Source: an optimization exercise on an open RTL-to-GDS flow (aim: small area and a short achievable clock period). Production flows keep margins and buffers that such runs may drop.
Only simulation tests tie the RTL to the original design; equivalence was not proved.

==> inputs of run a <==
## FPUFMAPipe
module FPUFMAPipe(
  input         clock,
                reset,
                io_in_valid,
                io_in_bits_ren3,
                io_in_bits_swap23,
  input  [2:0]  io_in_bits_rm,
  input  [1:0]  io_in_bits_fmaCmd,
  input  [64:0] io_in_bits_in1,
                io_in_bits_in2,
                io_in_bits_in3,
  output        io_out_valid,
  output [64:0] io_out_bits_data,
  output [4:0]  io_out_bits_exc
);
clock: 16.0 ns
lec_check: 0
abc_area: 1
cap_margin: 20
core_margin: 2
core_utilization: 38
slew_margin: 20
standard.sh (not shown) runs the stock make flow with config.mk's settings and CLKGATE_MAP_FILE= SYNTH_SCRIPT=/design/flow/synth_recipe.tcl, a recipe that flattens the netlist after the stock synthesis.
==> flow/flow/run.sh <==
#!/bin/bash
# The standard layout (standard synthesis, floorplan, placement, CTS, routing),
# with ORFS's setup repair asked to leave extra setup slack so that it upsizes and
# buffers the slowest paths. The make output goes to flow.log, and ORFS keeps each
# step's full log under orfs/logs/.
set -uo pipefail
bash standard.sh SETUP_SLACK_MARGIN=10.5 finish > flow.log 2>&1
==> inputs of run b, as changes to run a <==
--- a/flow/design.v
+++ b/flow/design.v
@@ -113,40 +113,46 @@
   wire [7:0] e0_u = e0_sNat[7:0];
   wire [7:0] CAlignDist = e0_isMin ? 8'h0 : e0_big ? 8'hA1 : e0_u;
   wire [164:0] shC = $signed({e0_doSub, e0_sigCx, {111{e0_doSub}}}) >>> e0_u;
   wire [105:0] cadd = (e0_isMin | e0_big) ? {106{e0_doSub}} : shC[108:3];
   wire [54:0] highC = e0_isMin ? {e0_sigCx, e0_doSub, e0_doSub} : e0_big ? {55{e0_doSub}} : shC[163:109];
   wire [2:0] lowC = e0_isMin ? {3{e0_doSub}} : e0_big ? e0_sigCx[52:50] : shC[2:0];
   wire [64:0] reduced4CExtra_shift = $signed(65'sh10000000000000000 >>> CAlignDist[7:2]);
-  wire [51:0] cFrac = e0_sigCx[51:0] ^ {52{e0_doSub}};
-  wire [12:0] cGen = {|(cFrac[51:48]), |(cFrac[47:44]), |(cFrac[43:40]), |(cFrac[39:36]), |(cFrac[35:32]),
-                      |(cFrac[31:28]), |(cFrac[27:24]), |(cFrac[23:20]), |(cFrac[19:16]), |(cFrac[15:12]),
-                      |(cFrac[11:8]), |(cFrac[7:4]), |(cFrac[3:0])}
+  wire [12:0] cGrp;
+  genvar cg;
+  generate
+    for (cg = 0; cg < 13; cg = cg + 1) begin : cgrp
+      assign cGrp[cg] = e0_doSub ? ~(&e0_sigCx[4*cg+3:4*cg]) : (|e0_sigCx[4*cg+3:4*cg]);
+    end
+  endgenerate
+  wire [12:0] cGen = cGrp
                    & {reduced4CExtra_shift[24], reduced4CExtra_shift[25], reduced4CExtra_shift[26],
                       reduced4CExtra_shift[27], reduced4CExtra_shift[28], reduced4CExtra_shift[29],
                       reduced4CExtra_shift[30], reduced4CExtra_shift[31], reduced4CExtra_shift[32],
                       reduced4CExtra_shift[33], reduced4CExtra_shift[34], reduced4CExtra_shift[35],
                       reduced4CExtra_shift[36]};
   wire bit0AlignedSigC = e0_doSub ? (&lowC) & ~(|cGen) : (|lowC) | (|cGen);
   wire [106:0] tr0, tr1;
   fma_booth_tree tree (
     .a(e0_sigA), .one(e0_one), .two(e0_two), .neg(e0_neg),
     .cadd(cadd), .r0(tr0), .r1(tr1));
   reg          v1;
-  reg  [106:0] e1_r0, e1_r1;
+  reg  [106:0] e1_r0n, e1_r1n;    
+  wire [106:0] e1_r0 = ~e1_r0n;
+  wire [106:0] e1_r1 = ~e1_r1n;
   reg  [54:0]  e1_high;
   reg          e1_bit0, e1_doSub, e1_CIsDom, e1_signProd;
   reg  [5:0]   e1_CAlignDist;
   reg  [12:0]  e1_sExpSum;
   reg          e1_invalid, e1_isNaN, e1_isInf, e1_addZeros, e1_signK, e1_signEn;
   reg  [2:0]   e1_rm;
   always @(posedge clock) begin
     if (reset) v1 <= 1'b0; else v1 <= v0;
-    e1_r0 <= tr0;
-    e1_r1 <= tr1;
+    e1_r0n <= ~tr0;
+    e1_r1n <= ~tr1;
     e1_high <= highC;
     e1_bit0 <= bit0AlignedSigC;
     e1_doSub <= e0_doSub;
     e1_CIsDom <= e0_CIsDom;
     e1_signProd <= e0_signProd;
     e1_CAlignDist <= CAlignDist[5:0];
     e1_sExpSum <= e0_sExpSum;
@@ -156,16 +162,17 @@
     e1_addZeros <= e0_addZeros;
     e1_signK <= e0_signK;
     e1_signEn <= e0_signEn;
     e1_rm <= e0_rm;
   end
   wire [105:0] sum0, sum1;
   wire c105_0, c105_1;
+  wire sumIsM1;    
   fma_cpa cpa (.x(e1_r0[105:0]), .y(e1_r1[105:0]), .sum0(sum0), .sum1(sum1),
-               .cout0(c105_0), .cout1(c105_1));
+               .cout0(c105_0), .cout1(c105_1), .pall(sumIsM1));
   wire m106 = e1_r0[106] ^ e1_r1[106];
   wire mAR106_0 = m106 ^ c105_0;
   wire mAR106_1 = m106 ^ c105_1;
   wire [54:0] hiOnes;
   assign hiOnes[0] = 1'b1;
   genvar hi;
   generate
@@ -184,15 +191,17 @@
   wire [108:0] notCDom_abs = nSign ? ~Y : Yp;
   wire [109:0] X = e1_CIsDom ? {CDom_absSigSum, 2'b00} : {1'b0, notCDom_abs};
   wire [5:0] ndPos, ndNeg;
   wire anyPos, anyNeg;
   fma_lzc_pairs lzcP (.x({1'b0, Yp}), .nd(ndPos), .any(anyPos));
   fma_lzc_pairs lzcN (.x({1'b0, ~Y}), .nd(ndNeg), .any(anyNeg));
   wire [5:0] nd = nSign ? ndNeg : ndPos;
-  wire complCanc = nSign ? ~anyNeg & ~(|notCDom_abs[1:0]) : ~anyPos & ~(|Yp[1:0]);
+  wire t3IsM1 = (e1_high[1:0] == 2'h3) & ~m106 | (e1_high[1:0] == 2'h2) & m106;
+  wire signM1 = e1_high[2] ^ (e1_high[1] & e1_high[0] & m106);
+  wire complCanc = e1_bit0 & sumIsM1 & t3IsM1 & (signM1 | e1_doSub);
   wire [6:0] sh = e1_CIsDom ? {1'b0, e1_CAlignDist} : {nd, 1'b0};
   wire e1_rmMin = e1_rm == 3'h2;
   wire rawSign = e1_signK | e1_signEn & (e1_CIsDom ? e1_signProd ^ e1_doSub
                                           : complCanc ? e1_rmMin : e1_signProd ^ nSign);
   wire rawIsZero = e1_addZeros | ~e1_CIsDom & complCanc;
   reg          v2;
   reg  [109:0] e2_X;
@@ -3775,15 +3784,16 @@
 endmodule
 module fma_cpa(
   input [105:0] x,
   input [105:0] y,
   output [105:0] sum0,
   output [105:0] sum1,
   output cout0,
-  output cout1
+  output cout1,
+  output pall
 );
   wire [105:0] g0 = x & y;
   wire [105:0] p0 = x ^ y;
   wire G0_1 = g0[1] | (p0[1] & g0[0]);
   wire P0_1 = p0[1] & p0[0];
   wire G0_3 = g0[3] | (p0[3] & g0[2]);
   wire P0_3 = p0[3] & p0[2];
@@ -4671,14 +4681,15 @@
   assign sum1[103] = p0[103] ^ (G6_102 | P6_102);
   assign sum0[104] = p0[104] ^ G6_103;
   assign sum1[104] = p0[104] ^ (G6_103 | P6_103);
   assign sum0[105] = p0[105] ^ G6_104;
   assign sum1[105] = p0[105] ^ (G6_104 | P6_104);
   assign cout0 = G6_105;
   assign cout1 = G6_105 | P6_105;
+  assign pall = P6_105;
 endmodule
 module fma_lzc_pairs(
   input [109:0] x,
   output [5:0] nd,
   output any
 );
   wire [63:0] v;
==> flow/flow/run.sh (replaced) <==
#!/bin/bash
# The standard layout (standard synthesis, floorplan, placement, CTS, routing), with
# two changes: the setup repair is asked to leave extra setup slack, and the buffers
# that every input and output port gets are sky130_fd_sc_hd__buf_2 cells (smaller and
# faster than the delay cells buffer_ports picks by default). The make output goes to
# flow.log, and ORFS keeps each step's full log under orfs/logs/.
set -uo pipefail
bash standard.sh SETUP_SLACK_MARGIN=10.8 "BUFFER_PORTS_ARGS=-buffer_cell sky130_fd_sc_hd__buf_2" finish > flow.log 2>&1
==> results.txt <==
Result of the run: run a finished clean; run b finished clean
Worst hold start: run a e1_invalid; run b e0_rm[1]
Capture endpoint of the worst hold path: run a e2_invalid; run b e1_rm[1]
Sum of routed wire length over all layers: run a 593 mm; run b 598 mm
GPL Wtd Cong: run a 1.05; run b 1.08
Crit path arrival time: run a 6350 ps; run b 6110 ps
Fill count: run a 29600; run b 29400
Number of nets in the synthesized netlist: run a 16600; run b 16700
Cell depth of the worst setup path: run a 14; run b 18
Data required time at the worst endpoint: run a 16750 ps; run b 16780 ps
Total CTS buffers: run a 97; run b 102
Via-to-Cell Ratio: run a 6.26; run b 6.27
Maximum single-stage delay on the critical path: run a 740 ps; run b 530 ps
Number of nets in the layout: run a 16300; run b 16600
Endpoint of the most critical register-to-register path: run a e1_r0[37]; run b e1_r0n[39]
Synth Area in Compound Gates: run a 15.8%; run b 15.9%
Fraction of layout instances using a drive strength above 1: run a 8.99%; run b 13.5%

==> static timing again, ports no longer ideal <==
No port has a modelled driver above. Below, the same layouts with a new extraction and two added sets of constraints. Step 1, drivers: a clkbuf_16 drives clock and a buf_2 each remaining input, both assumed. Step 2 moves the port delays by t, midway between the first and last clock arrival at a register: inputs arrive t later, outputs are due t later. That takes back most of the time a late clock gives input paths. a / b / c = no drivers / after step 1 / after step 2; a / b = the first two.
run | shift t [ns] | setup WS [ns] | pins driven straight from the clock port
run a | 0.974 | 10.394 / 10.394 / 9.692 | 1
run b | 0.984 | 10.670 / 10.693 / 9.709 | 1
After both steps every run listed still meets setup and hold. For run b, which loses most, drivers alone change the setup slack by +0.023 ns; drivers and shift together by -0.961 ns.
